Context: an optimization exercise on an open-source flow, tuned for small area. The choices shown serve that exercise and are no tape-out recipe. Function was checked by simulation only, so behaviour that the tests miss may differ from the original. The clock port is modelled as an ideal driver; clocking choices that lean on that would not hold on a real chip. No activity file was given, so power comes from the tool's default toggle rates.

## flow/flow/run.sh

```bash
#!/bin/bash
# Own flow: the standard synthesis, then an area-oriented re-synthesis of the
# combinational logic only (registers kept as they are, same names and cells), then
# the standard layout from floorplan to finish.
set -euo pipefail
W=$PWD
R=$W/orfs/results/$FLOW_PLATFORM/lcd114_test/base
LIB=$FLOW_HOME/platforms/$FLOW_PLATFORM/lib/sky130_fd_sc_hd__tt_025C_1v80.lib
YOSYS=$(command -v yosys || echo $FLOW_HOME/../tools/install/yosys/bin/yosys)

bash standard.sh synth > $W/log_1_synth_std.txt 2>&1
cp $R/1_2_yosys.v $W/netlist_std.v

sed -e "s#@LIB@#$LIB#g" -e "s#@IN@#$W/netlist_std.v#" -e "s#@OUT@#$W/netlist_reopt.v#" \
    -e "s#@SCRIPT@#$W/flow/reopt.abc#" -e "s#@STAT@#$W/reopt_stat.txt#" \
    flow/reopt.ys > $W/reopt_run.ys
$YOSYS -s $W/reopt_run.ys > $W/log_1_reopt_yosys.txt 2>&1

cp $W/netlist_reopt.v $R/1_2_yosys.v
rm -f $R/1_synth.odb $R/1_synth.sdc
bash standard.sh > $W/log_2_layout.txt 2>&1
```

## flow/flow/reopt.abc

```
&get -n
&st
&deepsyn -T 60
&put
dch
map -a
topo
```

## flow/flow/reopt.ys

```
# comb cells become logic, registers and tie cells stay as they are
read_liberty -ignore_miss_func @LIB@
blackbox sky130_fd_sc_hd__df* sky130_fd_sc_hd__conb_1
read_verilog @IN@
hierarchy -top lcd114_test
flatten
opt_clean -purge
stat
abc -script @SCRIPT@ -liberty @LIB@ -dont_use *lpflow* -dont_use *probe* -D 10000
opt_clean -purge
splitnets
opt_clean -purge
tee -o @STAT@ stat -liberty @LIB@
check
write_verilog -noattr -nohex -nodec @OUT@
```

## flow/standard.sh

```bash
#!/bin/bash
# synth_recipe.tcl (not shown) runs the flow's synth.tcl, then flattens the netlist and writes it again
# the make line also repeats each setting of config.mk as NAME=value (left out here)
make -C /OpenROAD-flow-scripts/flow DESIGN_CONFIG=/design/flow/config.mk WORK_HOME=/design/flow/orfs CLKGATE_MAP_FILE= SYNTH_SCRIPT=/design/flow/synth_recipe.tcl "${@:-finish}"
```

## flow/config.mk

```make
export PLATFORM = sky130hd
export DESIGN_NAME = lcd114_test
export DESIGN_NICKNAME = lcd114_test
export VERILOG_FILES = /design/flow/design.v
export SDC_FILE = /design/flow/constraint.sdc
export NUM_CORES = 4
export LEC_CHECK = 0
export CAP_MARGIN = 20
export CORE_MARGIN = 2
export CORE_UTILIZATION = 40
export PLACE_DENSITY = 0.6
export SLEW_MARGIN = 20
```

## flow/constraint.sdc

```tcl
create_clock -name core_clock -period 10.0 [get_ports {clk}]
set_input_delay 2.0000 -clock core_clock [delete_from_list [all_inputs] [get_ports {clk}]]
set_output_delay 2.0000 -clock core_clock [all_outputs]
set_load 0.01 [all_outputs]
```

## flow/design.v

```verilog
module lcd114_test(
	input clk,
	input resetn,
	output lcd_resetn,
	output lcd_cs,
	output lcd_rs,
	output lcd_data,
	output lcd_bl
);
assign lcd_bl = 1'b1;
reg [4:0] b;
reg [14:0] n;
wire [6:0] a = n[6:0];
reg [8:0] ent;
always @* begin
	case (a)
		7'd42: ent = 9'h036;
		7'd43: ent = 9'h170;
		7'd44: ent = 9'h03a;
		7'd45: ent = 9'h105;
		7'd46: ent = 9'h0b2;
		7'd47: ent = 9'h10c;
		7'd48: ent = 9'h10c;
		7'd49: ent = 9'h100;
		7'd50: ent = 9'h133;
		7'd51: ent = 9'h133;
		7'd52: ent = 9'h0b7;
		7'd53: ent = 9'h135;
		7'd54: ent = 9'h0bb;
		7'd55: ent = 9'h119;
		7'd56: ent = 9'h0c0;
		7'd57: ent = 9'h12c;
		7'd58: ent = 9'h0c2;
		7'd59: ent = 9'h101;
		7'd60: ent = 9'h0c3;
		7'd61: ent = 9'h112;
		7'd62: ent = 9'h0c4;
		7'd63: ent = 9'h120;
		7'd64: ent = 9'h0c6;
		7'd65: ent = 9'h10f;
		7'd66: ent = 9'h0d0;
		7'd67: ent = 9'h1a4;
		7'd68: ent = 9'h1a1;
		7'd69: ent = 9'h0e0;
		7'd70: ent = 9'h1d0;
		7'd71: ent = 9'h104;
		7'd72: ent = 9'h10d;
		7'd73: ent = 9'h111;
		7'd74: ent = 9'h113;
		7'd75: ent = 9'h12b;
		7'd76: ent = 9'h13f;
		7'd77: ent = 9'h154;
		7'd78: ent = 9'h14c;
		7'd79: ent = 9'h118;
		7'd80: ent = 9'h10d;
		7'd81: ent = 9'h10b;
		7'd82: ent = 9'h11f;
		7'd83: ent = 9'h123;
		7'd84: ent = 9'h0e1;
		7'd85: ent = 9'h1d0;
		7'd86: ent = 9'h104;
		7'd87: ent = 9'h10c;
		7'd88: ent = 9'h111;
		7'd89: ent = 9'h113;
		7'd90: ent = 9'h12c;
		7'd91: ent = 9'h13f;
		7'd92: ent = 9'h144;
		7'd93: ent = 9'h151;
		7'd94: ent = 9'h12f;
		7'd95: ent = 9'h11f;
		7'd96: ent = 9'h11f;
		7'd97: ent = 9'h120;
		7'd98: ent = 9'h123;
		7'd99: ent = 9'h021;
		7'd100: ent = 9'h029;
		7'd101: ent = 9'h02a;
		7'd102: ent = 9'h100;
		7'd103: ent = 9'h128;
		7'd104: ent = 9'h101;
		7'd105: ent = 9'h117;
		7'd106: ent = 9'h02b;
		7'd107: ent = 9'h100;
		7'd108: ent = 9'h135;
		7'd109: ent = 9'h100;
		7'd110: ent = 9'h1bb;
		7'd111: ent = 9'h02c;
		7'd37: ent = 9'h002;
		7'd38: ent = 9'h040;
		default: ent = 9'h000;
	endcase
end
wire pix = (n >= 15'd112);
wire wake = (a == 7'd37 && b >= 5'd3) || (a == 7'd38 && b <= 5'd1);
wire cmd = (a >= 7'd42) && !b[3];
wire done = (n == 15'd32512);
wire blue = (n < 15'd10912);
wire red = (n >= 15'd21712);
wire pdat = blue ? (b >= 5'd12) : red ? (b <= 5'd5) : (b >= 5'd6 && b <= 5'd11);
assign lcd_cs = pix ? (b == 5'd0 || done) : !(wake | cmd);
assign lcd_rs = pix | ent[8];
assign lcd_data = pix ? pdat : ent[~b[2:0]];
assign lcd_resetn = pix | (a > 7'd31) | (a == 7'd31 && b != 5'd0);
wire wrap = pix ? b[4] : b[3];
always @(posedge clk or negedge resetn) begin
	if (!resetn) begin
		b <= 5'd0;
		n <= 15'd28;
	end else begin
		if (wrap) b <= 5'd0;
		else b <= b + 5'd1;
		if (wrap && !done) n <= n + 15'd1;
	end
end
endmodule
```

==> qor.txt, run 1 <==
Psw: 29.7 uW
Core Area: 0.00406 mm^2
Net Sw Frac: 0.181
Num CTS Buffers: 3
DR pass1 iterations: 5
Syn Inst Count: 280
Synth warnings: 1
status: finished clean
DRC errors left: 0
clk buf depth: 2
I/O Pins: 7
Nets: 292
Max IR drop VDD: 77.4 uV
P_int: 135 uW
vias per cell: 5.93
Initial Utilization: 0.423
Non-Filler Instances: 339
pre-CTS WS: 4.56 ns
CP max stage delay: 0.67 ns
kind of critical path: reg2out
relative slew slack: 0.431
# Max-Cap Violations: 0
Area Growth Syn to Fin: 10.7%
worst hold slack: 0.461 ns
routed via count: 2,009
Post-Syn Area: 0.00172 mm^2
Final period util: 0.582
Die X: 69.5 um
largest net degree at the start of global routing: 21
Worst Path Required: 8.00 ns
Mean Syn Cell Area: 6.13 um^2
RSZ-0062 raised after global routing: false
Worst Slack Setup Final: 4.18 ns
DR iter-0 viols: 325
multi-input logic area: 0.00102 mm^2
DIE AREA: 0.00483 mm^2
HP Class: reg2reg
Worst-path clk slew: 0.08 ns
peak fanout along the critical path: 11
Row Count: 23
GP Congestion: 1.02
post-CTS sizing: 0
vias in the first global route: 1,912
CP arrival: 3.82 ns
Flop pwr share: 0.492
fill cell count: 417
Combinational Power Share: 0.012
share of layout cells above drive strength 1: 0.0311
setup bufs post-CTS: 0
Critical Path End Type: output pin
P per Cell Area: 86.5 mW/mm^2
Tot GR Track Use: 0.247
initial antenna violation count: 0
Final HPWL DP: 4600 um
Slew @ Worst Pin: 0.851 ns
die height: 69.5 um
H-tree depth: 1
Seq. cell area: 504 um^2
final core occ: 0.468
wire per inst: 17.1 um
slowest stage cell, crit path: dfstp_2
TNS Setup: 0 ns
TritonCTS clock tree: done
Slew Limit Fails: 0
DRT Wirelength: 5780 um
clk sinks: 20
Clk pwr share: 0.496
post-route ant nets: 0
final setup vio count: 0
Post-CTS Hold Fix Bufs: 0
dpl cells: 335
first-pass GRT wire length: 9410 um
gr ovfl total: 0
# diodes: 0
FF-to-FF setup slack: 6.93 ns
Leak: 0.000705 uW
fin crit period: 5.82 ns
cell mode on critical path: nor2_1
Worst Skew: 0.00408 ns
crit start category: flip-flop
Syn Nets: 282
# port buffers: 5
final hold vios: 0
worst-path cell chain: clkinv_1 -> nor2_1 -> nor2_1 -> clkinv_1 -> nor2_1 -> a2111oi_0 -> a22oi_1 -> nor2_1 -> o2111ai_1 -> a41oi_1 -> o2111ai_1 -> a21oi_1 -> clkdlybuf4s50_1
clock tree root buffer cell: clkbuf_8
Clock Latency Late Sink: 0.26 ns
Fmax achieved: 172 MHz
==> layout by cell type, fill, tap and decap left out, drive strengths merged, types with 3 or more instances in the layout <==
cell           instances
dfstp                  3
clkinv                52
nand4                  4
o21ai                 12
dfrtp                 17
clkdlybuf4s50          5
nor3                  18
nand3                  7
nand2                 28
o211ai                 3
o2111ai                3
a21oi                 17
a211oi                 3
clkbuf                 3
nor4                   8
nor2                  80
xor2                   4
==> final timing paths <==
check                      cells after the start   start       end
max                                           13    n[2]  lcd_data
max in group asynchronous                      1  resetn      b[0]
max reg2reg                                   12    n[2]     n[14]
min reg2reg                                    1    b[0]      b[0]
min                                            1    b[0]      b[0]
min in group asynchronous                      1  resetn      n[7]
==> worst max-delay path, delay by kind of cell (launching register included) <==
kind,cells,cell delay [ns]
compound gates,6,1.30
buf+inv,3,0.92
flops,1,0.67
simple gates,4,0.67
==> power groups by stage <==
| stage | clock network [uW] | registers, uW | logic [uW] |
|---|---|---|---|
| 5_1_grt | 87.1 | 80.9 | 2.42 |
| 2_1_floorplan | 0 | 82.4 | 0.162 |
| 3_5_place_dp | 0 | 82.4 | 2.09 |
| 3_3_place_gp | 0 | 82.4 | 2.05 |
| 6_report | 81.5 | 80.9 | 1.96 |
| 4_1_cts | 82.7 | 80.9 | 2.08 |
==> area by class of cell <==
cell class | count | area share
sequential | 20 | 0.265
clock inverter | 1 | 0.0158
tap | 50 | 0.0329
multi-input combinational | 208 | 0.535
inverter | 52 | 0.103
timing repair buffer | 5 | 0.0263
clock buffer | 3 | 0.0217
==> state kept, by name (all words and copies together), names as in the netlist <==
register,cells
b,5
n,15
==> routing by layer <==
| metal | up-vias | GRT usage | routed length (um) |
|---|---|---|---|
| met5 | - | 0 | 0 |
| met4 | 0 | 0.159 | 395 |
| met3 | 38 | 0.0247 | 349 |
| met2 | 114 | 0.424 | 2800 |
| met1 | 888 | 0.293 | 2240 |
| li1 | 969 | - | - |
==> through the flow <==
step | area [um^2] | total power [uW]
after global routing | 1900 | 170
after floorplan | 1720 | 82.6
final | 1900 | 164
after detailed placement | 1830 | 84.5
after global placement | 1830 | 84.5
after CTS | 1900 | 166
==> run 2, diff against run 1 <==
--- a/flow/flow/run.sh
+++ b/flow/flow/run.sh
@@ -18,4 +18,4 @@
 
 cp $W/netlist_reopt.v $R/1_2_yosys.v
 rm -f $R/1_synth.odb $R/1_synth.sdc
-bash standard.sh > $W/log_2_layout.txt 2>&1
+bash standard.sh "BUFFER_PORTS_ARGS=-buffer_cell sky130_fd_sc_hd__buf_1" finish > $W/log_2_layout.txt 2>&1
--- a/flow/config.mk
+++ b/flow/config.mk
@@ -8,5 +8,8 @@
 export CAP_MARGIN = 20
 export CORE_MARGIN = 2
 export CORE_UTILIZATION = 40
+export CTS_BUF_LIST = sky130_fd_sc_hd__clkbuf_4
+export CTS_CLUSTER_DIAMETER = 100
+export CTS_CLUSTER_SIZE = 30
 export PLACE_DENSITY = 0.6
 export SLEW_MARGIN = 20
==> run 2 against run 1 <==
Against the previous run: non-clock buffer count is the same; cell count shrank 1.5%; global-route usage is 1.6 points lower; worst hold slack gained 0.072 ns; first-iteration DRC count increased by 19%; register-to-register slack about the same; critical path type unchanged; critical endpoint unchanged.
==> qor.txt, run 2 <==
status: finished clean
share of layout cells above drive strength 1: 0.0282
gr ovfl total: 0
DRC errors left: 0
GP Congestion: 1.02
Reg with most FFs: n
HP Class: reg2reg
Syn Inst Count: 275
leading cell type in the layout, fill and taps excluded: nor2_1
peak fanout along the critical path: 14
max FFs per register: 15
Top delay family on crit path: compound AO/OA/AOI/OAI gates
RSZ-0062 raised after global routing: false
Row Count: 23
Max IR drop VDD: 58.6 uV
Nets: 287
# Max-Cap Violations: 0
Worst-path clk slew: 0.12 ns
wire per inst: 15.8 um
Num CTS Buffers: 3
Synth warnings: 1
Worst Skew: 0.00511 ns
post-CTS sizing: 0
Final HPWL DP: 4040 um
Regs by FF count: n (15), b (5)
Slew @ Worst Pin: 0.650 ns
P per Cell Area: 82.2 mW/mm^2
Die X: 69.1 um
die height: 69.1 um
worst-path cell chain: clkinv_1 -> nor2_1 -> clkinv_1 -> a311oi_1 -> nand2_1 -> o211a_1 -> o21ai_0 -> o2111ai_1 -> a32oi_1 -> o2111ai_1 -> a221oi_1 -> buf_1
largest net degree at the start of global routing: 21
TritonCTS clock tree: done
clk buf depth: 2
DIE AREA: 0.00477 mm^2
H-tree depth: 1
Total Power: 150 uW
I/O Pins: 7
setup bufs post-CTS: 0
DR pass1 iterations: 6
vias per cell: 6.08
crit start category: flip-flop
commonest cells after routing, fill and taps aside: 88 x nor2_1, 38 x clkinv_1, 29 x nand2_1, 17 x dfrtp_1, 16 x nor3_1
clock tree root buffer cell: clkbuf_4
slowest stage cell, crit path: dfrtp_1
final hold vios: 0
Clock Latency Late Sink: 0.31 ns
Leak: 0.000676 uW
Critical Path End Type: output pin
post-route ant nets: 0
DRT Wirelength: 5290 um
Tot GR Track Use: 0.231
Initial Utilization: 0.420
DR iter-0 viols: 386
final setup vio count: 0
fill cell count: 436
CP max stage delay: 0.68 ns
Post-Syn Area: 0.00169 mm^2
Mean Syn Cell Area: 6.16 um^2
Fmax achieved: 168 MHz
Syn Nets: 277
first-pass GRT wire length: 9050 um
Core Area: 0.00403 mm^2
CP arrival: 3.94 ns
initial antenna violation count: 0
clk sinks: 20
Final period util: 0.594
fin crit period: 5.94 ns
Worst Path Required: 8.00 ns
Area Growth Syn to Fin: 7.98%
relative slew slack: 0.564
WP buf/inv: 3
kind of critical path: reg2out
Post-CTS Hold Fix Bufs: 0
routed via count: 2,032
# port buffers: 5
vias in the first global route: 1,924
Slew Limit Fails: 0
final core occ: 0.454
TNS Setup: 0 ns
# diodes: 0
## run 2: area by class of cell
cell class / count / area (um^2) / share of cell area
repair buffers: 5 / 20.0 / 0.0110
multi-input cells: 217 / 1050 / 0.572
clock buffers: 3 / 22.5 / 0.0123
flip-flops and latches: 20 / 504 / 0.276
well taps: 50 / 62.6 / 0.0342
inverters: 38 / 143 / 0.0780
clock inverters: 1 / 30.0 / 0.0164
## run 2: where the power goes
group          internal (uW)  switching, uW
combinational          0.135           1.68
clock                   40.5           27.0
sequential              80.9              0
total                    122           28.7
## run 2: routing by layer
layer,routed length [um],GRT usage,vias up
met1,2180,0.308,880
met3,550,0.0365,37
li1,-,-,977
met5,0,0,-
met4,282,0.150,0
met2,2280,0.345,138
## run 2: worst reg2reg max path, cell delays in order (launching register included)
cell      delay, ns
dfrtp_1        0.68
clkinv_1       0.37
nor2_1         0.29
clkinv_1       0.20
nor2_1         0.23
nand3_1        0.15
nor2_1         0.18
nand2_1        0.09
nor2_1         0.17
nand2_1        0.08
clkinv_1       0.07
nand2_1        0.05
clkinv_1       0.07
nand2_1        0.06
nor2_1         0.14
xor2_1         0.16
## run 2: through the flow
| step | instance area, um^2 | hold WS [ns] | std cells | setup WS [ns] |
|---|---|---|---|---|
| after CTS | 1830 | 0.531 | 334 | 4.20 |
| after detailed placement | 1770 | 0.513 | 330 | 4.58 |
| final | 1830 | 0.533 | 334 | 4.06 |
| after global routing | 1830 | 0.553 | 334 | 3.73 |
| after floorplan | 1690 | 0.472 | 275 | 5.25 |
| after global placement | 1770 | 0.523 | 330 | 4.46 |
## run 2: final timing paths
kind                         from        to  slack [ns]  depth (start not counted)
min in group asynchronous  resetn     n[11]        1.63                          1
setup / recovery             n[1]  lcd_data        4.06                         12
max in group asynchronous  resetn      n[2]        8.01                          1
setup reg to reg             n[1]     n[14]        6.93                         15
hold reg to reg              b[0]      b[0]        0.53                          1
hold / removal               b[0]      b[0]        0.53                          1
==> run 3, diff against run 2 <==
--- a/flow/flow/run.sh
+++ b/flow/flow/run.sh
@@ -18,4 +18,8 @@
 
 cp $W/netlist_reopt.v $R/1_2_yosys.v
 rm -f $R/1_synth.odb $R/1_synth.sdc
-bash standard.sh "BUFFER_PORTS_ARGS=-buffer_cell sky130_fd_sc_hd__buf_1" finish > $W/log_2_layout.txt 2>&1
+# port buffers: the smallest buffer (repair may still upsize it)
+EXTRA=("BUFFER_PORTS_ARGS=-buffer_cell sky130_fd_sc_hd__buf_1")
+# clock tree: settings in flow/cts_args.txt when present
+if [[ -s flow/cts_args.txt ]]; then EXTRA+=("CTS_ARGS=$(tr '\n' ' ' < flow/cts_args.txt)"); fi
+bash standard.sh "${EXTRA[@]}" finish > $W/log_2_layout.txt 2>&1
==> flow/flow/cts_args.txt (new file) <==
-sink_clustering_enable -repair_clock_nets -dont_use_dummy_load -sink_clustering_size 30 -sink_clustering_max_diameter 500 -root_buf sky130_fd_sc_hd__clkbuf_8 -buf_list sky130_fd_sc_hd__clkbuf_8
--- a/flow/config.mk
+++ b/flow/config.mk
@@ -8,8 +8,5 @@
 export CAP_MARGIN = 20
 export CORE_MARGIN = 2
 export CORE_UTILIZATION = 40
-export CTS_BUF_LIST = sky130_fd_sc_hd__clkbuf_4
-export CTS_CLUSTER_DIAMETER = 100
-export CTS_CLUSTER_SIZE = 30
 export PLACE_DENSITY = 0.6
 export SLEW_MARGIN = 20
==> run 3 against run 2 <==
Against the previous run: maximum frequency is 7.9% higher; clock-buffer cell count stayed put; design area is 0.68% higher; global-route usage is 1.8 points higher; utilization hardly changed.
==> qor.txt, run 3 <==
DR pass1 iterations: 5
Post-Syn Area: 0.00172 mm^2
# Max-Cap Violations: 0
Nets: 292
depth of the worst hold-timing path: 1
Num CTS Buffers: 3
FF-to-FF Start: n[2]
Worst Slack Setup Final: 4.50 ns
Seq. cell area: 504 um^2
Clock Latency Late Sink: 0.27 ns
commonest cells after routing, fill and taps aside: 80 x nor2_1, 52 x clkinv_1, 28 x nand2_1, 18 x nor3_1
clock tree root buffer cell: clkbuf_8
final core occ: 0.454
routed via count: 2,056
final setup vio count: 0
Reg with most FFs: n
HP Class: reg2reg
first-pass GRT wire length: 9520 um
Die X: 69.5 um
FF-to-FF setup slack: 6.79 ns
Synth warnings: 1
Leak: 0.000681 uW
vias per cell: 6.08
Slew Limit Fails: 0
hold path startpoint: b[0]
post-route ant nets: 0
Worst Skew: 0.0177 ns
Syn Inst Count: 280
RSZ-0062 raised after global routing: false
DR iter-0 viols: 294
initial antenna violation count: 0
Fmax achieved: 182 MHz
setup bufs post-CTS: 0
kind of critical path: reg2out
DIE AREA: 0.00483 mm^2
Row Count: 23
TritonCTS clock tree: done
Syn Nets: 282
Tot GR Track Use: 0.249
I/O Pins: 7
P per Cell Area: 73.9 mW/mm^2
Worst R2R Path Depth: 12
# diodes: 0
clk buf depth: 2
DRT Wirelength: 5870 um
Worst Hold Path EP: b[0]
Max IR drop VDD: 73.1 uV
Final HPWL DP: 4730 um
die height: 69.5 um
leading cell type in the layout, fill and taps excluded: nor2_1
vias in the first global route: 2,009
Final period util: 0.550
share of layout cells above drive strength 1: 0.0313
relative slew slack: 0.560
# port buffers: 5
Initial Utilization: 0.423
status: finished clean
multi-input logic area: 0.00102 mm^2
met3 routed wirelength: 389 um
met2 wire length: 2770 um
largest net degree at the start of global routing: 21
Worst Path Required: 8.00 ns
gr ovfl total: 0
final hold vios: 0
Core Area: 0.00406 mm^2
wire per inst: 17.4 um
peak fanout along the critical path: 11
top layer in use: met4
Post-CTS Hold Fix Bufs: 0
DRC errors left: 0
Area Growth Syn to Fin: 7.22%
Slew @ Worst Pin: 0.655 ns
H-tree depth: 1
fill cell count: 441
clk sinks: 20
Mean Syn Cell Area: 6.13 um^2
CP arrival: 3.50 ns
post-CTS sizing: 0
GP Congestion: 0.987
DRT met1 WL: 2210 um
Critical Path End Type: output pin
pre-CTS WS: 4.87 ns
Regs by FF count: n (15), b (5)
TNS Setup: 0 ns
max FFs per register: 15
fin crit period: 5.50 ns
reg2reg end: n[14]
crit start category: flip-flop
Worst-path clk slew: 0.08 ns
==> run 3: critical path, stage by stage (launching register included) <==
cell	delay, ns
dfstp_2	0.68
clkinv_1	0.33
nor2_1	0.34
nor2_1	0.13
clkinv_1	0.08
nor2_1	0.06
a2111oi_0	0.57
a22oi_1	0.17
nor2_1	0.14
o2111ai_1	0.11
a41oi_1	0.18
o2111ai_1	0.12
a21oi_1	0.16
buf_1	0.16
==> run 3: worst max path at each step <==
stage / from / end / cells past startpoint
4_1_cts: n[2] / lcd_data / 13
6_report: n[2] / lcd_data / 13
5_1_grt: n[2] / lcd_data / 13
2_1_floorplan: n[2] / lcd_data / 12
3_5_place_dp: n[2] / lcd_data / 13
3_3_place_gp: n[2] / lcd_data / 13
==> run 3: area by class of cell <==
type	count	area share
clock buffer	3	0.0224
inverter	52	0.106
multi-input combinational	208	0.553
sequential	20	0.274
tap	50	0.0340
timing repair buffer	5	0.0109
==> run 3: stage by stage <==
step	hold slack, ns	total power (uW)	area [um^2]	instances
finish	0.462	136	1840	338
global route	0.494	139	1840	338
global placement	0.452	84.3	1800	335
CTS	0.462	136	1840	338
detailed placement	0.454	84.3	1800	335
floorplan	0.433	82.6	1720	280
==> run 3: metal layers <==
| layer | GRT usage | up-vias |
|---|---|---|
| li1 | - | 977 |
| met1 | 0.276 | 907 |
| met2 | 0.431 | 126 |
| met3 | 0.0334 | 46 |
| met4 | 0.187 | 0 |
| met5 | 0 | - |
==> run 3: power by group <==
group | internal (uW) | switching [uW]
combinational | 0.135 | 1.73
sequential | 80.9 | 0
clock | 26.8 | 26.4
==> run 4, diff against run 3 <==
==> flow/flow/run.sh (replaced) <==
#!/bin/bash
# Own flow: the standard synthesis, then an area-oriented re-synthesis of the
# combinational logic only (registers kept as they are: same names, same cells),
# then the standard layout from floorplan to finish.
set -euo pipefail
W=$PWD
R=$W/orfs/results/$FLOW_PLATFORM/lcd114_test/base
LIB=$FLOW_HOME/platforms/$FLOW_PLATFORM/lib/sky130_fd_sc_hd__tt_025C_1v80.lib
YOSYS=$(command -v yosys || echo $FLOW_HOME/../tools/install/yosys/bin/yosys)
NJ=${NUM_CORES:-4}

bash standard.sh synth > $W/log_1_synth_std.txt 2>&1
cp $R/1_2_yosys.v $W/netlist_std.v

# re-synthesis: ABC's deepsyn with several seeds, keep the smallest netlist
mkdir -p $W/reopt
run_seed() {
  local s=$1
  sed -e "s#@SEED@#$s#" flow/reopt.abc > $W/reopt/s$s.abc
  sed -e "s#@LIB@#$LIB#g" -e "s#@IN@#$W/netlist_std.v#" -e "s#@OUT@#$W/reopt/s$s.v#" \
      -e "s#@SCRIPT@#$W/reopt/s$s.abc#" -e "s#@STAT@#$W/reopt/s$s.stat#" \
      flow/reopt.ys > $W/reopt/s$s.ys
  $YOSYS -s $W/reopt/s$s.ys > $W/reopt/log_yosys_s$s.txt 2>&1 || true
}
SEEDS=$(cat flow/seeds.txt)
i=0
for s in $SEEDS; do
  run_seed $s &
  i=$((i+1))
  if (( i % NJ == 0 )); then wait; fi
done
wait
best=""; barea=""
for s in $SEEDS; do
  a=$(grep -s "Chip area" $W/reopt/s$s.stat | awk '{print $NF}' || true)
  [[ -n "$a" && -s $W/reopt/s$s.v ]] || continue
  echo "seed $s area $a" >> $W/reopt/areas.txt
  if [[ -z "$best" ]] || awk "BEGIN{exit !($a < $barea)}"; then best=$s; barea=$a; fi
done
echo "best seed $best area $barea" >> $W/reopt/areas.txt
if [[ -n "$best" ]]; then
  cp $W/reopt/s$best.v $R/1_2_yosys.v
  rm -f $R/1_synth.odb $R/1_synth.sdc
fi

# port buffers: the smallest buffer (repair may still upsize it)
EXTRA=("BUFFER_PORTS_ARGS=-buffer_cell sky130_fd_sc_hd__buf_1")
# clock tree: settings in flow/cts_args.txt when present
if [[ -s flow/cts_args.txt ]]; then EXTRA+=("CTS_ARGS=$(tr '\n' ' ' < flow/cts_args.txt)"); fi
bash standard.sh "${EXTRA[@]}" finish > $W/log_2_layout.txt 2>&1
==> flow/flow/reopt.abc (replaced) <==
&get -n
&st
&deepsyn -T 60 -S @SEED@
&put
dch
map -a
topo
==> flow/flow/seeds.txt (new file) <==
0 13 21 89 7 3 42 77
==> run 4 against run 3 <==
Against the previous run: design area shrank 4.1%; global-route usage shrank 0.052 points; maximum frequency grew 4.6%; register-to-register slack lost 0.76 ns; cell count shrank 5.3%; largest cell class unchanged.
==> qor.txt, run 4 <==
status: finished clean
I/O Pins: 7
Worst Skew: 0.0180 ns
Post-Syn Area: 0.00164 mm^2
FF-to-FF Start: n[4]
WP buf/inv: 3
crit start category: flip-flop
final instance area: 0.00176 mm^2
Area Growth Syn to Fin: 7.55%
Fmax achieved: 190 MHz
Syn Nets: 264
DRT Wirelength: 5230 um
TNS Setup: 0 ns
final setup vio count: 0
Mean Syn Cell Area: 6.26 um^2
first-pass GRT wire length: 8690 um
placed cell areas: 0.00172 mm^2
Syn Inst Count: 262
clk sinks: 20
slowest stage cell, crit path: dfstp_2
Slew Limit Fails: 0
Synth warnings: 1
Num CTS Buffers: 3
TritonCTS clock tree: done
hold path startpoint: n[14]
Leak: 0.000668 uW
Final period util: 0.526
Final HPWL DP: 4030 um
die height: 68.0 um
CP arrival: 3.26 ns
initial antenna violation count: 0
worst-path cell chain: clkinv_1 -> nor2_1 -> clkinv_1 -> o22ai_1 -> o21ai_0 -> o211ai_1 -> nand2_1 -> o21ai_0 -> nand2_1 -> a41oi_1 -> buf_1
peak fanout along the critical path: 12
Worst-path clk slew: 0.08 ns
post-CTS sizing: 0
met3 Use GR: 0.0543
Worst Path Required: 8.00 ns
vias per cell: 6.20
post-route ant nets: 0
relative slew slack: 0.529
HP Class: reg2reg
DRC errors left: 0
H-tree depth: 1
GP Congestion: 1.07
Critical Path End Type: output pin
Clock Latency Late Sink: 0.26 ns
Nets: 274
share of layout cells above drive strength 1: 0.0259
leading cell type in the layout, fill and taps excluded: nor2_1
Row Count: 23
# port buffers: 5
fin crit period: 5.26 ns
routed via count: 1,985
met1 Use GR: 0.319
RSZ-0062 raised after global routing: false
CP max stage delay: 0.68 ns
# Max-Cap Violations: 0
DIE AREA: 0.00463 mm^2
Initial Utilization: 0.413
met2 Use GR: 0.375
max FFs per register: 15
DR iter-0 viols: 312
Die X: 68.0 um
largest net degree at the start of global routing: 21
Top delay family on crit path: compound AO/OA/AOI/OAI gates
wire per inst: 16.3 um
fill cell count: 421
Slew @ Worst Pin: 0.707 ns
clock tree root buffer cell: clkbuf_8
Crit. Startpoint: n[4]
clk buf depth: 2
Regs by FF count: n (15), b (5)
DR pass1 iterations: 5
Reg with most FFs: n
most used routing layer: met2
Max IR drop VDD: 45.6 uV
setup bufs post-CTS: 0
# diodes: 0
commonest cells after routing, fill and taps aside: 63 x nor2_1, 38 x clkinv_1, 36 x nand2_1, 19 x o21ai_0
gr ovfl total: 0
vias in the first global route: 1,886
kind of critical path: reg2out
Tot GR Track Use: 0.249
P per Cell Area: 77.0 mW/mm^2
final hold vios: 0
Core Area: 0.00397 mm^2
Post-CTS Hold Fix Bufs: 0
==> run 4: final timing paths <==
path                            depth (start not counted)  slack [ns]       end
worst max-delay path                                   11        4.74  lcd_data
worst min-delay path                                    1        0.54     n[14]
worst max register to register                         12        6.03      n[6]
worst min register to register                          1        0.54     n[14]
max in group asynchronous                               1        7.93      n[3]
min in group asynchronous                               1        1.69     n[13]
==> run 4: area by class of cell <==
class                           instances  area [um^2]  area share
Inverter                               38          143      0.0809
Timing Repair Buffer                    5         20.0      0.0113
Multi-Input combinational cell        204          993       0.563
Clock buffer                            3         41.3      0.0234
Tap cell                               50         62.6      0.0355
Sequential cell                        20          504       0.286
==> run 4: routing by layer <==
metal | share of wire | vias up
met5 | 0 | -
met4 | 0.071 | 0
met3 | 0.095 | 44
met2 | 0.43 | 152
met1 | 0.40 | 867
li1 | - | 922
==> run 4: per-stage QoR <==
| stage | total power [uW] | worst slack [ns] | util | hold WS [ns] | instances |
|---|---|---|---|---|---|
| after global placement | 84.3 | 4.92 | 0.434 | 0.518 | 317 |
| after detailed placement | 84.4 | 5.19 | 0.434 | 0.526 | 317 |
| final | 136 | 4.74 | 0.444 | 0.540 | 320 |
| after CTS | 138 | 4.90 | 0.444 | 0.542 | 320 |
| after global routing | 141 | 4.50 | 0.444 | 0.574 | 320 |
| after floorplan | 82.6 | 5.79 | - | 0.494 | 262 |
==> run 4: power by group <==
part / internal, uW / switching, uW
Sequential: 80.9 / 0
Combinational: 0.135 / 1.72
Clock: 26.8 / 26.3
==> run 4: worst register-to-register path, stage by stage (launching register included) <==
cell      delay, ns
dfstp_2        0.68
clkinv_1       0.31
nor2_1         0.53
clkinv_1       0.30
nor2_1         0.20
nor2_1         0.15
a21oi_1        0.61
nand2_1        0.18
nor2_1         0.28
clkinv_1       0.13
nor2_1         0.22
nand2_1        0.10
xor2_1         0.16
==> run 5, diff against run 4 <==
--- a/flow/flow/run.sh
+++ b/flow/flow/run.sh
@@ -45,6 +45,11 @@
 
 # port buffers: the smallest buffer (repair may still upsize it)
 EXTRA=("BUFFER_PORTS_ARGS=-buffer_cell sky130_fd_sc_hd__buf_1")
-# clock tree: settings in flow/cts_args.txt when present
-if [[ -s flow/cts_args.txt ]]; then EXTRA+=("CTS_ARGS=$(tr '\n' ' ' < flow/cts_args.txt)"); fi
+# clock tree: one clock buffer (flow/one_clkbuf.tcl, run before CTS) drives every register;
+# CTS is then given only the port's net, which has that one sink, so it adds nothing
+if [[ -s flow/one_clkbuf.tcl ]]; then
+  EXTRA+=("PRE_CTS_TCL=$W/flow/one_clkbuf.tcl" "CTS_ARGS=-clk_nets clk")
+elif [[ -s flow/cts_args.txt ]]; then
+  EXTRA+=("CTS_ARGS=$(tr '\n' ' ' < flow/cts_args.txt)")
+fi
 bash standard.sh "${EXTRA[@]}" finish > $W/log_2_layout.txt 2>&1
==> flow/flow/one_clkbuf.tcl (new file) <==
# one clock buffer between the clock port and every register clock pin
proc insert_one_clock_buffer { cell } {
  set block [ord::get_db_block]
  set clk [$block findNet clk]
  set master [[ord::get_db] findMaster $cell]
  set inst [odb::dbInst_create $block $master clkbuf_root]
  set nn [odb::dbNet_create $block clknet_root]
  $nn setSigType CLOCK
  set sx 0; set sy 0; set k 0
  foreach it [$clk getITerms] {
    set i [$it getInst]
    set loc [$i getLocation]
    set sx [expr {$sx + [lindex $loc 0]}]; set sy [expr {$sy + [lindex $loc 1]}]; incr k
    $it disconnect
    $it connect $nn
  }
  [$inst findITerm A] connect $clk
  [$inst findITerm X] connect $nn
  $inst setLocation [expr {$sx / $k}] [expr {$sy / $k}]
  $inst setPlacementStatus PLACED
  puts "inserted $cell driving $k clock pins"
}
insert_one_clock_buffer sky130_fd_sc_hd__clkbuf_16
--- a/flow/config.mk
+++ b/flow/config.mk
@@ -7,6 +7,6 @@
 export LEC_CHECK = 0
 export CAP_MARGIN = 20
 export CORE_MARGIN = 2
-export CORE_UTILIZATION = 40
+export CORE_UTILIZATION = 55
 export PLACE_DENSITY = 0.6
 export SLEW_MARGIN = 20
removed: flow/flow/cts_args.txt
==> run 5 against run 4 <==
Against the previous run: synthesized cell count is the same; synthesized area is the same; clock power is 31% lower; combinational power decreased by 7%; worst hold slack gained 0.0057 ns; clock skew decreased by 0.017 ns; utilization up 17 points; sequential power about the same; critical endpoint unchanged; cell count decreased by 6.6%; critical path depth stayed put.
==> qor.txt, run 5 <==
Regs by FF count: n (15), b (5)
initial antenna violation count: 0
Flop pwr share: 0.678
Synth warnings: 1
slowest stage cell, crit path: dfrtp_1
WP buf/inv: 2
crit start category: flip-flop
Worst Path Required: 8.00 ns
Syn Inst Count: 262
first-pass GRT wire length: 8090 um
leading cell type in the layout, fill and taps excluded: nor2_1
Initial Utilization: 0.585
Mean Syn Cell Area: 6.26 um^2
cell mode on critical path: a21oi_1
P_int: 99.1 uW
Post-CTS Hold Fix Bufs: 0
worst-path cell chain: clkinv_1 -> nor2_1 -> nor3_1 -> a21oi_1 -> nand4_1 -> o21ai_0 -> a31oi_1 -> a21oi_1 -> o2111ai_1 -> a41oi_1 -> buf_1
DRC errors left: 0
final hold vios: 0
Total Power: 119 uW
Core Area: 0.00281 mm^2
placed cell areas: 0.00170 mm^2
# diodes: 0
DRT Wirelength: 4890 um
I/O Pins: 7
TNS Setup: 0 ns
Clk pwr share: 0.308
commonest cells after routing, fill and taps aside: 63 x nor2_1, 38 x clkinv_1, 36 x nand2_1, 19 x o21ai_0
Worst-path clk slew: 0.08 ns
final core occ: 0.615
CP arrival: 3.13 ns
Slew @ Worst Pin: 0.666 ns
Tot GR Track Use: 0.296
# Max-Cap Violations: 0
vias per cell: 6.61
reg2reg end: n[6]
max FFs per register: 15
Top delay family on crit path: compound AO/OA/AOI/OAI gates
Critical Path End Type: output pin
GP Congestion: 1.11
peak fanout along the critical path: 15
Final period util: 0.513
Max IR drop VDD: 98.0 uV
Final HPWL DP: 3740 um
DIE AREA: 0.00344 mm^2
die height: 58.6 um
gr ovfl total: 0
Reg with most FFs: n
routed via count: 1,976
fin crit period: 5.13 ns
Syn Nets: 264
Clock Latency Late Sink: 0.14 ns
Net Sw Frac: 0.169
hold path startpoint: n[9]
worst hold slack: 0.546 ns
P per Cell Area: 69.2 mW/mm^2
share of layout cells above drive strength 1: 0.0187
Worst R2R Path Depth: 12
DR iter-0 viols: 210
Worst Hold Path EP: n[9]
status: finished clean
Post-Syn Area: 0.00164 mm^2
CP max stage delay: 0.67 ns
Row Count: 19
FF-to-FF Start: n[4]
final instance area: 0.00172 mm^2
depth of the worst hold-timing path: 2
kind of critical path: reg2out
wire per inst: 16.3 um
Psw: 20.2 uW
FF-to-FF setup slack: 6.02 ns
Area Growth Syn to Fin: 5.11%
DR pass1 iterations: 14
HP Class: reg2reg
final setup vio count: 0
vias in the first global route: 1,800
setup bufs post-CTS: 0
fill cell count: 259
largest net degree at the start of global routing: 21
RSZ-0062 raised after global routing: false
relative slew slack: 0.554
Slew Limit Fails: 0
# port buffers: 5
post-route ant nets: 0
Nets: 272
Fmax achieved: 195 MHz
Die X: 58.6 um
Worst Skew: 0.00119 ns
Leak: 0.000659 uW
post-CTS sizing: 0
Combinational Power Share: 0.015
==> run 5: layer usage <==
metal	up-vias	wire, um	global-route usage	part of all wire
li1	913	-	-	-
met4	0	278	0.127	0.057
met2	160	2120	0.456	0.43
met1	854	1880	0.410	0.39
met5	-	0	0	0
met3	49	608	0.0571	0.12
==> run 5: worst max-delay path by stage <==
stage	to	slack, ns	startpoint	depth (start not counted)
CTS	lcd_data	5.16	n[0]	11
floorplan	lcd_data	5.79	n[2]	12
global route	lcd_data	4.67	n[0]	11
detailed placement	lcd_data	5.18	n[0]	11
finish	lcd_data	4.87	n[0]	11
global placement	lcd_data	5.01	n[0]	11
==> run 5: worst register-to-register path, delay by kind of cell (launching register included) <==
family                    cells  cell delay [ns]
AOI/OAI and AO/OA             1             0.56
xor gates and xnor gates      1             0.16
buffers and inverters         3             0.72
DFF                           1             0.68
and+or+nand+nor               7             1.72
==> run 5: layout make-up <==
| type | count | area, um^2 | share of cell area |
|---|---|---|---|
| multi-input combinational | 204 | 993 | 0.576 |
| sequential | 20 | 504 | 0.292 |
| inverter | 38 | 143 | 0.0827 |
| tap | 31 | 38.8 | 0.0225 |
| buffer | 1 | 25.0 | 0.0145 |
| timing repair buffer | 5 | 20.0 | 0.0116 |
==> run 5: metrics by stage <==
step / setup WS [ns] / cells
after CTS: 5.16 / 299
after floorplan: 5.79 / 262
after global routing: 4.67 / 299
after detailed placement: 5.18 / 298
after global placement: 5.01 / 298
final: 4.87 / 299
==> run 5: power by group through the flow <==
stage	Combinational (uW)	Clock [uW]	Sequential, uW
floorplan	0.162	0	82.4
global route	2.21	41.1	80.9
finish	1.73	36.7	80.8
global placement	1.75	0	82.4
CTS	1.79	30.0	82.4
detailed placement	1.79	0	82.4
==> run 6, diff against run 5 <==
==> flow/flow/reopt.abc (replaced) <==
&get -n
&st
&deepsyn -T 90 -S @SEED@
&put
dch
map -a
topo
--- a/flow/config.mk
+++ b/flow/config.mk
@@ -7,6 +7,6 @@
 export LEC_CHECK = 0
 export CAP_MARGIN = 20
 export CORE_MARGIN = 2
-export CORE_UTILIZATION = 55
+export CORE_UTILIZATION = 45
 export PLACE_DENSITY = 0.6
 export SLEW_MARGIN = 20
==> run 6 against run 5 <==
Against the previous run: still clean; utilization down 10 points; maximum frequency down 0.31%; worst hold slack worse by 0.014 ns; critical path depth up 2; combinational power up 6%; first-iteration DRC count down 26%; cell count up 5.7%; clock power up about 10%; sequential power about the same; largest cell class unchanged; largest power group unchanged; highest routed layer unchanged.
==> qor.txt, run 6 <==
first-pass GRT wire length: 8720 um
Psw: 23.9 uW
Clk pwr share: 0.328
Flop pwr share: 0.657
FF-to-FF Start: n[4]
Post-CTS Hold Fix Bufs: 0
DIE AREA: 0.00416 mm^2
Net Sw Frac: 0.194
I/O Pins: 7
P per Cell Area: 70.2 mW/mm^2
HP Class: reg2reg
hold path startpoint: n[14]
Mean Syn Cell Area: 6.26 um^2
Worst Skew: 0.00353 ns
vias in the first global route: 1,855
setup bufs post-CTS: 0
TNS Setup: 0 ns
vias per cell: 6.19
Syn Inst Count: 263
Leak: 0.000676 uW
RSZ-0062 raised after global routing: false
fin crit period: 5.14 ns
DR iter-0 viols: 156
final setup vio count: 0
Regs by FF count: n (15), b (5)
Non-Filler Instances: 316
Area Growth Syn to Fin: 6.69%
DRC errors left: 0
Total Power: 123 uW
initial antenna violation count: 0
P_int: 99.3 uW
DRT Wirelength: 5180 um
Die X: 64.5 um
wire per inst: 16.4 um
# port buffers: 5
Nets: 274
crit start category: flip-flop
Clock Latency Late Sink: 0.15 ns
# diodes: 0
Critical Path End Type: output pin
commonest cells after routing, fill and taps aside: 78 x nor2_1, 39 x clkinv_1, 28 x nand2_1, 23 x a21oi_1, 17 x dfrtp_1
Final period util: 0.514
Slew Limit Fails: 0
Fmax achieved: 194 MHz
Core Area: 0.00342 mm^2
Worst Path Required: 8.00 ns
dpl cells: 315
kind of critical path: reg2out
Reg with most FFs: n
die height: 64.5 um
Synth warnings: 1
max FFs per register: 15
CP arrival: 3.14 ns
final hold vios: 0
fill cell count: 373
share of layout cells above drive strength 1: 0.0370
post-CTS sizing: 0
Syn Nets: 265
largest net degree at the start of global routing: 21
leading cell type in the layout, fill and taps excluded: nor2_1
Crit. Startpoint: n[4]
routed via count: 1,955
Final HPWL DP: 4050 um
Post-Syn Area: 0.00165 mm^2
Combinational Power Share: 0.015
gr ovfl total: 0
Worst-path clk slew: 0.09 ns
DR pass1 iterations: 5
post-route ant nets: 0
status: finished clean
Tot GR Track Use: 0.262
GP Congestion: 0.975
# Max-Cap Violations: 0
peak fanout along the critical path: 10
Row Count: 21
Initial Utilization: 0.482
Slew @ Worst Pin: 0.564 ns
Max IR drop VDD: 113 uV
relative slew slack: 0.622
==> run 6: final cells by class <==
| class | count | area [um^2] | area share |
|---|---|---|---|
| inverters | 39 | 146 | 0.0834 |
| multi-input cells | 204 | 995 | 0.567 |
| flip-flops and latches | 20 | 504 | 0.287 |
| repair buffers | 6 | 27.5 | 0.0157 |
| plain buffers | 1 | 25.0 | 0.0143 |
| well taps | 46 | 57.6 | 0.0328 |
==> run 6: per-layer routing <==
layer / vias up / GRT usage / share of wire / wire (um)
li1: 930 / - / - / -
met1: 883 / 0.367 / 0.44 / 2270
met2: 128 / 0.417 / 0.43 / 2230
met3: 14 / 0.0434 / 0.11 / 545
met4: 0 / 0.0745 / 0.025 / 132
met5: - / 0 / 0 / 0
==> run 6: critical path, cell delays in order (launching register included) <==
cell	delay, ns
dfstp_2	0.65
clkinv_1	0.34
a21oi_1	0.30
clkinv_1	0.12
nor2_1	0.16
clkinv_1	0.11
o22ai_1	0.20
clkinv_1	0.13
o21ai_0	0.22
a211oi_1	0.11
o2111ai_1	0.21
nand4_1	0.11
a31oi_1	0.15
buf_1	0.17
==> run 6: worst paths after layout <==
check / cells after the start / slack [ns] / end
setup / recovery: 13 / 4.86 / lcd_data
hold reg to reg: 1 / 0.53 / n[14]
min in group asynchronous: 1 / 1.80 / n[1]
setup reg to reg: 13 / 6.73 / n[6]
hold / removal: 1 / 0.53 / n[14]
max in group asynchronous: 1 / 7.84 / n[4]
==> run 6: per-stage QoR <==
step / setup WS [ns] / hold slack (ns) / area (um^2) / utilization
after floorplan: 5.74 / 0.471 / 1650 / -
after global placement: 4.95 / 0.516 / 1730 / 0.506
after detailed placement: 5.12 / 0.516 / 1730 / 0.506
after CTS: 5.12 / 0.519 / 1750 / 0.514
after global routing: 4.52 / 0.550 / 1760 / 0.514
final: 4.86 / 0.532 / 1760 / 0.514
==> run 6: power groups by stage <==
stage	sequential (uW)	clock, uW	combinational [uW]
after global routing	80.9	43.8	2.26
after CTS	82.4	30.0	1.96
after global placement	82.4	0	1.80
final	80.9	40.4	1.83
after detailed placement	82.4	0	1.96
after floorplan	82.4	0	0.162
==> run 7, diff against run 6 <==
--- a/flow/flow/run.sh
+++ b/flow/flow/run.sh
@@ -15,14 +15,15 @@
 # re-synthesis: ABC's deepsyn with several seeds, keep the smallest netlist
 mkdir -p $W/reopt
 run_seed() {
-  local s=$1
-  sed -e "s#@SEED@#$s#" flow/reopt.abc > $W/reopt/s$s.abc
+  local s=$1 v=${1%%_*} seed=${1##*_}
+  sed -e "s#@SEED@#$seed#" flow/reopt_$v.abc > $W/reopt/s$s.abc
   sed -e "s#@LIB@#$LIB#g" -e "s#@IN@#$W/netlist_std.v#" -e "s#@OUT@#$W/reopt/s$s.v#" \
       -e "s#@SCRIPT@#$W/reopt/s$s.abc#" -e "s#@STAT@#$W/reopt/s$s.stat#" \
       flow/reopt.ys > $W/reopt/s$s.ys
   $YOSYS -s $W/reopt/s$s.ys > $W/reopt/log_yosys_s$s.txt 2>&1 || true
 }
-SEEDS=$(cat flow/seeds.txt)
+SEEDS=""
+for v in $(cat flow/variants.txt); do for s in $(cat flow/seeds.txt); do SEEDS="$SEEDS ${v}_$s"; done; done
 i=0
 for s in $SEEDS; do
   run_seed $s &
==> flow/flow/reopt_a.abc (new file) <==
&get -n
&st
&deepsyn -T 90 -S @SEED@
&put
dch
map -a
topo
==> flow/flow/reopt_b.abc (new file) <==
&get -n
&st
&deepsyn -T 90 -S @SEED@
&if -K 4 -a
&satlut
&st
&if -K 4 -a
&satlut
&st
&put
dch
map -a
topo
==> flow/flow/variants.txt (new file) <==
a b
removed: flow/flow/reopt.abc
==> run 7 against run 6 <==
Against the previous run: largest cell class unchanged; sequential cell count is the same; sequential share of layout area grew 0.42 points; design area shrank 1.4%; largest power group unchanged; highest routed layer unchanged; still clean on timing, DRC and antenna; worst setup slack lost 1.0 ns; critical path depth grew 6; synthesized area shrank 1.4%.
==> qor.txt, run 7 <==
vias per cell: 6.04
Psw: 22.3 uW
commonest cells after routing, fill and taps aside: 57 x nor2_1, 36 x clkinv_1, 27 x nand2_1, 23 x a21oi_1, 17 x dfrtp_1
Slew @ Worst Pin: 0.841 ns
max FFs per register: 15
GP Congestion: 1.04
Total Power: 122 uW
DR iter-0 viols: 290
crit start category: flip-flop
status: finished clean
Max IR drop VDD: 82.8 uV
Post-Syn Area: 0.00162 mm^2
Reg with most FFs: n
Core Area: 0.00339 mm^2
initial antenna violation count: 0
Crit. Startpoint: n[0]
setup bufs post-CTS: 0
P per Cell Area: 70.3 mW/mm^2
post-route ant nets: 0
Worst Skew: 0.00279 ns
Worst-path clk slew: 0.08 ns
share of layout cells above drive strength 1: 0.0273
Nets: 260
Post-CTS Hold Fix Bufs: 0
wire per inst: 15.7 um
P_int: 99.4 uW
Area Growth Syn to Fin: 6.71%
Row Count: 21
Regs by FF count: n (15), b (5)
gr ovfl total: 0
TNS Setup: 0 ns
hold path startpoint: n[14]
Die X: 64.0 um
Final HPWL DP: 3580 um
HP Class: reg2reg
Mean Syn Cell Area: 6.51 um^2
vias in the first global route: 1,644
Worst Path Required: 8.00 ns
FF-to-FF setup slack: 6.46 ns
Slew Limit Fails: 0
post-CTS sizing: 0
largest net degree at the start of global routing: 21
Syn Nets: 251
Final period util: 0.616
Net Sw Frac: 0.183
Fmax achieved: 162 MHz
Flop pwr share: 0.664
first-pass GRT wire length: 8100 um
# diodes: 0
Clock Latency Late Sink: 0.15 ns
Leak: 0.000636 uW
# Max-Cap Violations: 0
final hold vios: 0
DIE AREA: 0.00410 mm^2
DRC errors left: 0
fill cell count: 337
Combinational Power Share: 0.018
fin crit period: 6.16 ns
routed via count: 1,824
Syn Inst Count: 249
Tot GR Track Use: 0.244
I/O Pins: 7
Clk pwr share: 0.318
Critical Path End Type: output pin
leading cell type in the layout, fill and taps excluded: nor2_1
final setup vio count: 0
Initial Utilization: 0.478
peak fanout along the critical path: 13
# port buffers: 5
kind of critical path: reg2out
CP arrival: 4.16 ns
DR pass1 iterations: 5
DRT Wirelength: 4730 um
RSZ-0062 raised after global routing: false
Synth warnings: 1
die height: 64.0 um
relative slew slack: 0.434
FF-to-FF Start: n[4]
==> run 7: path summary, 6_finish.rpt <==
check	to	cells past startpoint
hold / removal	n[14]	1
setup / recovery	lcd_data	19
setup reg to reg	n[6]	8
max in group asynchronous	n[4]	2
min in group asynchronous	n[0]	2
hold reg to reg	n[14]	1
==> run 7: power groups by stage <==
stage                     registers [uW]  clock network [uW]  logic, uW
after floorplan                     82.4                   0      0.162
after global placement              82.4                   0       2.30
after detailed placement            82.4                   0       2.35
after CTS                           82.4                30.0       2.36
after global routing                80.9                43.3       2.68
final                               80.9                38.7       2.19
==> run 7: layer usage <==
| metal | GRT usage | share of wire |
|---|---|---|
| met1 | 0.367 | 0.44 |
| met2 | 0.392 | 0.43 |
| met3 | 0.0106 | 0.096 |
| met4 | 0.0435 | 0.034 |
| met5 | 0 | 0 |
==> run 7: worst max-delay path, cell delays in order, from the launching register on <==
cell	delay (ns)
dfrtp_1	0.61
clkinv_1	0.38
nor2_1	0.35
clkinv_1	0.20
nor2_1	0.19
nand3_1	0.14
o21ai_0	0.11
nand2_1	0.09
clkinv_1	0.06
nand2_1	0.04
a22oi_1	0.18
nor3_1	0.09
or3_2	0.47
o21ai_0	0.25
nor3b_1	0.23
o221ai_1	0.14
nand4_1	0.11
a21oi_1	0.06
a21oi_1	0.12
buf_1	0.16
==> run 7: stage by stage <==
step                hold WS (ns)  instance area (um^2)  instances  worst slack, ns   util
floorplan                  0.502                  1620        249             4.87      -
global placement           0.533                  1710        301             4.16  0.503
detailed placement         0.532                  1710        301             4.16  0.503
CTS                        0.536                  1730        302             4.12  0.511
global route               0.586                  1730        302             3.48  0.511
finish                     0.545                  1730        302             3.84  0.511
==> run 7: area by class of cell <==
cell class,instances,area (um^2),share of cell area
Sequential cell,20,504,0.291
Buffer,1,25.0,0.0145
Tap cell,46,57.6,0.0333
Inverter,36,135,0.0781
Timing Repair Buffer,6,26.3,0.0152
Multi-Input combinational cell,193,982,0.568
==> run 8, diff against run 7 <==
--- a/flow/flow/one_clkbuf.tcl
+++ b/flow/flow/one_clkbuf.tcl
@@ -20,4 +20,4 @@
   $inst setPlacementStatus PLACED
   puts "inserted $cell driving $k clock pins"
 }
-insert_one_clock_buffer sky130_fd_sc_hd__clkbuf_16
+insert_one_clock_buffer sky130_fd_sc_hd__buf_12
==> flow/flow/reopt_a.abc (replaced) <==
&get -n
&st
&deepsyn -T 120 -S @SEED@
&put
dch
map -a
topo
==> flow/flow/seeds.txt (replaced) <==
13 7 37 26 40 33 77 3
==> flow/flow/variants.txt (replaced) <==
a
removed: flow/flow/reopt_b.abc
==> run 8 against run 7 <==
Against the previous run: sequential cell count unchanged; first-iteration DRC count up 1.0%; synthesized area stayed put.
==> qor.txt, run 8 <==
kind of critical path: reg2out
vias in the first global route: 1,644
CP arrival: 4.12 ns
initial antenna violation count: 0
routed via count: 1,811
worst hold slack: 0.547 ns
setup bufs post-CTS: 0
Fmax achieved: 163 MHz
Reg with most FFs: n
wire per inst: 15.7 um
Syn Inst Count: 249
RSZ-0062 raised after global routing: false
Clk pwr share: 0.306
Post-Syn Area: 0.00162 mm^2
met2 wire length: 2100 um
Net Sw Frac: 0.186
multi-input logic area: 982 um^2
largest net degree at the start of global routing: 21
DRT met1 WL: 2100 um
Die X: 64.0 um
DR iter-0 viols: 293
leading cell type in the layout, fill and taps excluded: nor2_1
Synth warnings: 1
crit start category: flip-flop
post-CTS sizing: 0
Initial Utilization: 0.478
met3 routed wirelength: 411 um
Tot GR Track Use: 0.244
Slew Limit Fails: 0
Leak: 0.000633 uW
Core Area: 0.00339 mm^2
final setup vio count: 0
# Max-Cap Violations: 0
Worst Skew: 0.00260 ns
Nets: 260
Area Growth Syn to Fin: 6.40%
Post-CTS Hold Fix Bufs: 0
Combinational Power Share: 0.018
HP Class: reg2reg
GP Congestion: 1.04
I/O Pins: 7
# diodes: 0
TNS Setup: 0 ns
Regs by FF count: n (15), b (5)
DRC errors left: 0
post-route ant nets: 0
Final HPWL DP: 3580 um
Row Count: 21
die height: 64.0 um
Max IR drop VDD: 81.1 uV
final hold vios: 0
# port buffers: 5
gr ovfl total: 0
Seq. cell area: 504 um^2
Clock Latency Late Sink: 0.12 ns
vias per cell: 6.00
DRT Wirelength: 4740 um
top layer in use: met4
Slew @ Worst Pin: 0.854 ns
Mean Syn Cell Area: 6.51 um^2
Final period util: 0.612
Psw: 22.3 uW
status: finished clean
peak fanout along the critical path: 13
Total Power: 120 uW
first-pass GRT wire length: 8090 um
fin crit period: 6.12 ns
DR pass1 iterations: 6
Flop pwr share: 0.676
relative slew slack: 0.426
commonest cells after routing, fill and taps aside: 57 x nor2_1, 36 x clkinv_1, 27 x nand2_1, 23 x a21oi_1, 17 x dfrtp_1
Worst Path Required: 8.00 ns
DIE AREA: 0.00410 mm^2
share of layout cells above drive strength 1: 0.0273
Syn Nets: 251
P per Cell Area: 69.5 mW/mm^2
fill cell count: 340
Worst-path clk slew: 0.08 ns
Critical Path End Type: output pin
P_int: 97.6 uW
max FFs per register: 15
## run 8: final timing paths
| check | startpoint | to | slack (ns) | depth (start not counted) |
|---|---|---|---|---|
| max | n[0] | lcd_data | 3.88 | 19 |
| min | n[14] | n[14] | 0.55 | 1 |
| min reg2reg | n[14] | n[14] | 0.55 | 1 |
| max in group asynchronous | resetn | n[4] | 7.89 | 2 |
| max reg2reg | n[4] | n[6] | 6.44 | 8 |
| min in group asynchronous | resetn | n[0] | 1.84 | 2 |
## run 8: power by group through the flow
stage / Sequential (uW) / Combinational (uW) / Clock (uW)
6_report: 81.0 / 2.18 / 36.7
5_1_grt: 80.9 / 2.68 / 41.2
4_1_cts: 82.4 / 2.36 / 28.0
3_5_place_dp: 82.4 / 2.35 / 0
3_3_place_gp: 82.4 / 2.30 / 0
2_1_floorplan: 82.4 / 0.162 / 0
## run 8: routing by layer
metal / vias to the layer above / global-route usage
met5: - / 0
met4: 0 / 0.0435
met1: 802 / 0.366
met2: 103 / 0.392
met3: 18 / 0.0106
li1: 888 / -
## run 8: final cells by class
class                      instances  area share
multi-input combinational        193       0.569
sequential                        20       0.292
inverter                          36      0.0783
tap                               46      0.0334
timing repair buffer               6      0.0152
buffer                             1      0.0116
## run 8: per-stage QoR
step,utilization,cells,worst slack (ns),cell area [um^2]
final,0.509,302,3.88,1730
after global routing,0.509,302,3.50,1730
after CTS,0.509,302,4.12,1730
after detailed placement,0.503,301,4.16,1710
after global placement,0.503,301,4.16,1710
after floorplan,-,249,4.87,1620
## run 8: worst max-delay path, stage by stage, from the launching register on
cell,delay (ns)
dfrtp_1,0.59
clkinv_1,0.37
nor2_1,0.36
clkinv_1,0.20
nor2_1,0.19
nand3_1,0.15
o21ai_0,0.11
nand2_1,0.09
clkinv_1,0.06
nand2_1,0.04
a22oi_1,0.18
nor3_1,0.09
or3_2,0.47
o21ai_0,0.25
nor3b_1,0.23
o221ai_1,0.14
nand4_1,0.12
a21oi_1,0.07
a21oi_1,0.12
buf_1,0.16
==> run 9, diff against run 8 <==
==> flow/design.v (replaced) <==
module lcd114_test(
	input clk,
	input resetn,
	output lcd_resetn,
	output lcd_cs,
	output lcd_rs,
	output lcd_data,
	output lcd_bl
);
assign lcd_bl = 1'b1;
reg [4:0] b;
reg [14:0] n;
wire [6:0] a = n[6:0];
reg [8:0] ent;
always @* begin
	case (a)
		7'd14: ent = 9'h036;
		7'd15: ent = 9'h170;
		7'd16: ent = 9'h03a;
		7'd17: ent = 9'h105;
		7'd18: ent = 9'h0b2;
		7'd19: ent = 9'h10c;
		7'd20: ent = 9'h10c;
		7'd21: ent = 9'h100;
		7'd22: ent = 9'h133;
		7'd23: ent = 9'h133;
		7'd24: ent = 9'h0b7;
		7'd25: ent = 9'h135;
		7'd26: ent = 9'h0bb;
		7'd27: ent = 9'h119;
		7'd28: ent = 9'h0c0;
		7'd29: ent = 9'h12c;
		7'd30: ent = 9'h0c2;
		7'd31: ent = 9'h101;
		7'd32: ent = 9'h0c3;
		7'd33: ent = 9'h112;
		7'd34: ent = 9'h0c4;
		7'd35: ent = 9'h120;
		7'd36: ent = 9'h0c6;
		7'd37: ent = 9'h10f;
		7'd38: ent = 9'h0d0;
		7'd39: ent = 9'h1a4;
		7'd40: ent = 9'h1a1;
		7'd41: ent = 9'h0e0;
		7'd42: ent = 9'h1d0;
		7'd43: ent = 9'h104;
		7'd44: ent = 9'h10d;
		7'd45: ent = 9'h111;
		7'd46: ent = 9'h113;
		7'd47: ent = 9'h12b;
		7'd48: ent = 9'h13f;
		7'd49: ent = 9'h154;
		7'd50: ent = 9'h14c;
		7'd51: ent = 9'h118;
		7'd52: ent = 9'h10d;
		7'd53: ent = 9'h10b;
		7'd54: ent = 9'h11f;
		7'd55: ent = 9'h123;
		7'd56: ent = 9'h0e1;
		7'd57: ent = 9'h1d0;
		7'd58: ent = 9'h104;
		7'd59: ent = 9'h10c;
		7'd60: ent = 9'h111;
		7'd61: ent = 9'h113;
		7'd62: ent = 9'h12c;
		7'd63: ent = 9'h13f;
		7'd64: ent = 9'h144;
		7'd65: ent = 9'h151;
		7'd66: ent = 9'h12f;
		7'd67: ent = 9'h11f;
		7'd68: ent = 9'h11f;
		7'd69: ent = 9'h120;
		7'd70: ent = 9'h123;
		7'd71: ent = 9'h021;
		7'd72: ent = 9'h029;
		7'd73: ent = 9'h02a;
		7'd74: ent = 9'h100;
		7'd75: ent = 9'h128;
		7'd76: ent = 9'h101;
		7'd77: ent = 9'h117;
		7'd78: ent = 9'h02b;
		7'd79: ent = 9'h100;
		7'd80: ent = 9'h135;
		7'd81: ent = 9'h100;
		7'd82: ent = 9'h1bb;
		7'd83: ent = 9'h02c;
		7'd9: ent = 9'h002;
		7'd10: ent = 9'h040;
		default: ent = 9'h000;
	endcase
end
wire pix = (n >= 15'd84);
wire wake = (a == 7'd9 && b >= 5'd3) || (a == 7'd10 && b <= 5'd1);
wire cmd = (a >= 7'd14) && !b[3];
wire done = (n == 15'd32484);
wire blue = (n < 15'd10884);
wire red = (n >= 15'd21684);
wire pdat = blue ? (b >= 5'd12) : red ? (b <= 5'd5) : (b >= 5'd6 && b <= 5'd11);
assign lcd_cs = pix ? (b == 5'd0 || done) : !(wake | cmd);
assign lcd_rs = pix | ent[8];
assign lcd_data = pix ? pdat : ent[~b[2:0]];
assign lcd_resetn = pix | (a > 7'd3) | (a == 7'd3 && b != 5'd0);
wire wrap = pix ? b[4] : b[3];
always @(posedge clk or negedge resetn) begin
	if (!resetn) begin
		b <= 5'd0;
		n <= 15'd0;
	end else begin
		if (wrap) b <= 5'd0;
		else b <= b + 5'd1;
		if (wrap && !done) n <= n + 15'd1;
	end
end
endmodule
--- a/flow/flow/one_clkbuf.tcl
+++ b/flow/flow/one_clkbuf.tcl
@@ -20,4 +20,4 @@
   $inst setPlacementStatus PLACED
   puts "inserted $cell driving $k clock pins"
 }
-insert_one_clock_buffer sky130_fd_sc_hd__buf_12
+insert_one_clock_buffer sky130_fd_sc_hd__clkbuf_16
==> flow/flow/reopt_a.abc (replaced) <==
&get -n
&st
&deepsyn -T 90 -S @SEED@
&put
dch
map -a
topo
==> flow/flow/reopt_b.abc (new file) <==
&get -n
&st
&deepsyn -T 90 -S @SEED@
&if -K 4 -a
&satlut
&st
&if -K 4 -a
&satlut
&st
&put
dch
map -a
topo
==> flow/flow/seeds.txt (replaced) <==
0 13 21 89 7 3 42 77
==> flow/flow/variants.txt (replaced) <==
a b
==> run 9 against run 8 <==
Against the previous run: worst hold slack got worse by 0.0074 ns; critical path type unchanged; highest routed layer unchanged; clock skew rose by 0.0030 ns; via count grew 4.0%; wire length grew 6.4%; synthesized area is 0.31% higher; sequential share of layout area fell by 0.38 points; first-iteration DRC count rose by 25%; critical path depth fell by 7; combinational power hardly changed.
==> qor.txt, run 9 <==
Regs by FF count: n (15), b (5)
HP Class: reg2reg
Tot GR Track Use: 0.259
fill cell count: 358
wire per inst: 16.3 um
Worst-path clk slew: 0.09 ns
GP Congestion: 1.12
gr ovfl total: 0
crit start category: flip-flop
setup bufs post-CTS: 0
vias in the first global route: 1,764
relative slew slack: 0.552
Syn Nets: 258
Nets: 267
routed via count: 1,884
status: finished clean
Leak: 0.000676 uW
Clock Latency Late Sink: 0.15 ns
I/O Pins: 7
Initial Utilization: 0.476
RSZ-0062 raised after global routing: false
pre-CTS WS: 4.97 ns
# diodes: 0
Post-CTS Hold Fix Bufs: 0
DRT Wirelength: 5040 um
DIE AREA: 0.00411 mm^2
Reg with most FFs: n
placed cell areas: 0.00171 mm^2
share of layout cells above drive strength 1: 0.0190
commonest cells after routing, fill and taps aside: 63 x nor2_1, 35 x clkinv_1, 27 x nand2_1
Worst Path Required: 8.00 ns
TNS Setup: 0 ns
CP arrival: 3.39 ns
Final period util: 0.539
Core Area: 0.00342 mm^2
DR pass1 iterations: 7
Final HPWL DP: 3780 um
Slew @ Worst Pin: 0.666 ns
fin crit period: 5.39 ns
kind of critical path: reg2out
Mean Syn Cell Area: 6.35 um^2
Slew Limit Fails: 0
DRC errors left: 0
final hold vios: 0
peak fanout along the critical path: 14
Synth warnings: 1
Row Count: 21
Die X: 64.1 um
final setup vio count: 0
first-pass GRT wire length: 8550 um
DR iter-0 viols: 367
max FFs per register: 15
Max IR drop VDD: 92.6 uV
leading cell type in the layout, fill and taps excluded: nor2_1
Post-Syn Area: 0.00163 mm^2
post-CTS sizing: 0
die height: 64.1 um
# Max-Cap Violations: 0
largest net degree at the start of global routing: 21
P per Cell Area: 70.9 mW/mm^2
Area Growth Syn to Fin: 6.69%
vias per cell: 6.10
Worst Slack Setup Final: 4.61 ns
post-route ant nets: 0
Fmax achieved: 186 MHz
Worst Skew: 0.00557 ns
initial antenna violation count: 0
Syn Inst Count: 256
final instance area: 0.00174 mm^2
Critical Path End Type: output pin
# port buffers: 5
## run 9: cell count changes in the layout (fill, tap and decap cells not counted), moves of 3 or more
cell	delta
nor3_1	+5
nor2_1	+6
dfrtp_1	+3
dfstp_2	-3
o21ai_0	+3
a21oi_1	-3
a31oi_1	+3
a211oi_1	-4
## run 9: layout make-up
type / instances / area (um^2) / share of cell area
tap: 46 / 57.6 / 0.0332
inverter: 35 / 131 / 0.0757
buffer: 1 / 25.0 / 0.0144
sequential: 20 / 500 / 0.288
timing repair buffer: 6 / 26.3 / 0.0151
multi-input combinational: 201 / 995 / 0.573
## run 9: final timing paths
path	startpoint	cells after the start	to	slack [ns]
hold reg to reg	n[8]	2	n[8]	0.54
hold / removal	n[8]	2	n[8]	0.54
min in group asynchronous	resetn	2	n[0]	1.79
setup reg to reg	n[2]	14	n[14]	5.62
max in group asynchronous	resetn	2	b[3]	7.98
setup / recovery	n[0]	12	lcd_data	4.61
## run 9: power breakdown
part	total [uW]	internal (uW)	switching [uW]
registers	80.8	80.8	0
logic	2.17	0.350	1.81
clock network	40.0	18.3	21.7
## run 9: metrics by stage
| stage | hold slack [ns] | power [uW] | util | instances |
|---|---|---|---|---|
| after floorplan | 0.494 | 82.6 | - | 256 |
| after global placement | 0.518 | 84.7 | 0.501 | 308 |
| after detailed placement | 0.532 | 84.8 | 0.501 | 308 |
| after CTS | 0.532 | 115 | 0.508 | 309 |
| after global routing | 0.588 | 129 | 0.508 | 309 |
| final | 0.540 | 123 | 0.508 | 309 |
## run 9: routing by layer
| metal | wire length [um] | global-route usage | vias up | part of all wire |
|---|---|---|---|---|
| li1 | - | - | 903 | - |
| met1 | 2200 | 0.370 | 831 | 0.44 |
| met2 | 2220 | 0.424 | 115 | 0.44 |
| met3 | 415 | 0.0264 | 35 | 0.082 |
| met4 | 214 | 0.0612 | 0 | 0.042 |
| met5 | 0 | 0 | - | 0 |
## run 9: worst max-delay path: stages (launching register included)
cell and delay [ns]:
dfrtp_1 0.64, clkinv_1 0.38, nor2_1 0.31, clkinv_1 0.20, a221oi_1 0.40, clkinv_1 0.15, a21oi_1 0.24, o21ai_0 0.13
a22oi_1 0.15, o31a_2 0.16, nor2_1 0.04, o41ai_1 0.25, buf_1 0.19

[port drivers added, routing unchanged]
No port has a modelled driver above. Below, the same layouts with a new extraction and two added sets of constraints.
Step 1 sets driving cells, clkbuf_16 on the clock port and buf_2 on the other inputs (assumed; they add their load-dependent delay and slew).
Step 2 times the ports against the registers' clock, not the clock port: input delays grow and output delays shrink by t, the midpoint of the rising clock arrivals with the driver on.
Slacks: no drivers / after step 1 / after step 2; pairs: no drivers / after step 1.
| run | t (ns) | slack for setup (ns) |
|---|---|---|
| run 1 | 0.285 | 4.177 / 4.154 / 4.439 |
| run 2 | 0.329 | 4.062 / 4.037 / 4.366 |
| run 3 | 0.282 | 4.495 / 4.469 / 4.751 |
| run 4 | 0.280 | 4.739 / 4.712 / 4.992 |
| run 5 | 0.168 | 4.874 / 4.847 / 5.014 |
| run 6 | 0.177 | 4.858 / 4.830 / 5.007 |
| run 7 | 0.173 | 3.841 / 3.813 / 3.986 |
| run 8 | 0.150 | 3.882 / 3.851 / 4.002 |
| run 9 | 0.178 | 4.611 / 4.581 / 4.760 |
After both steps every run listed still meets setup and hold.
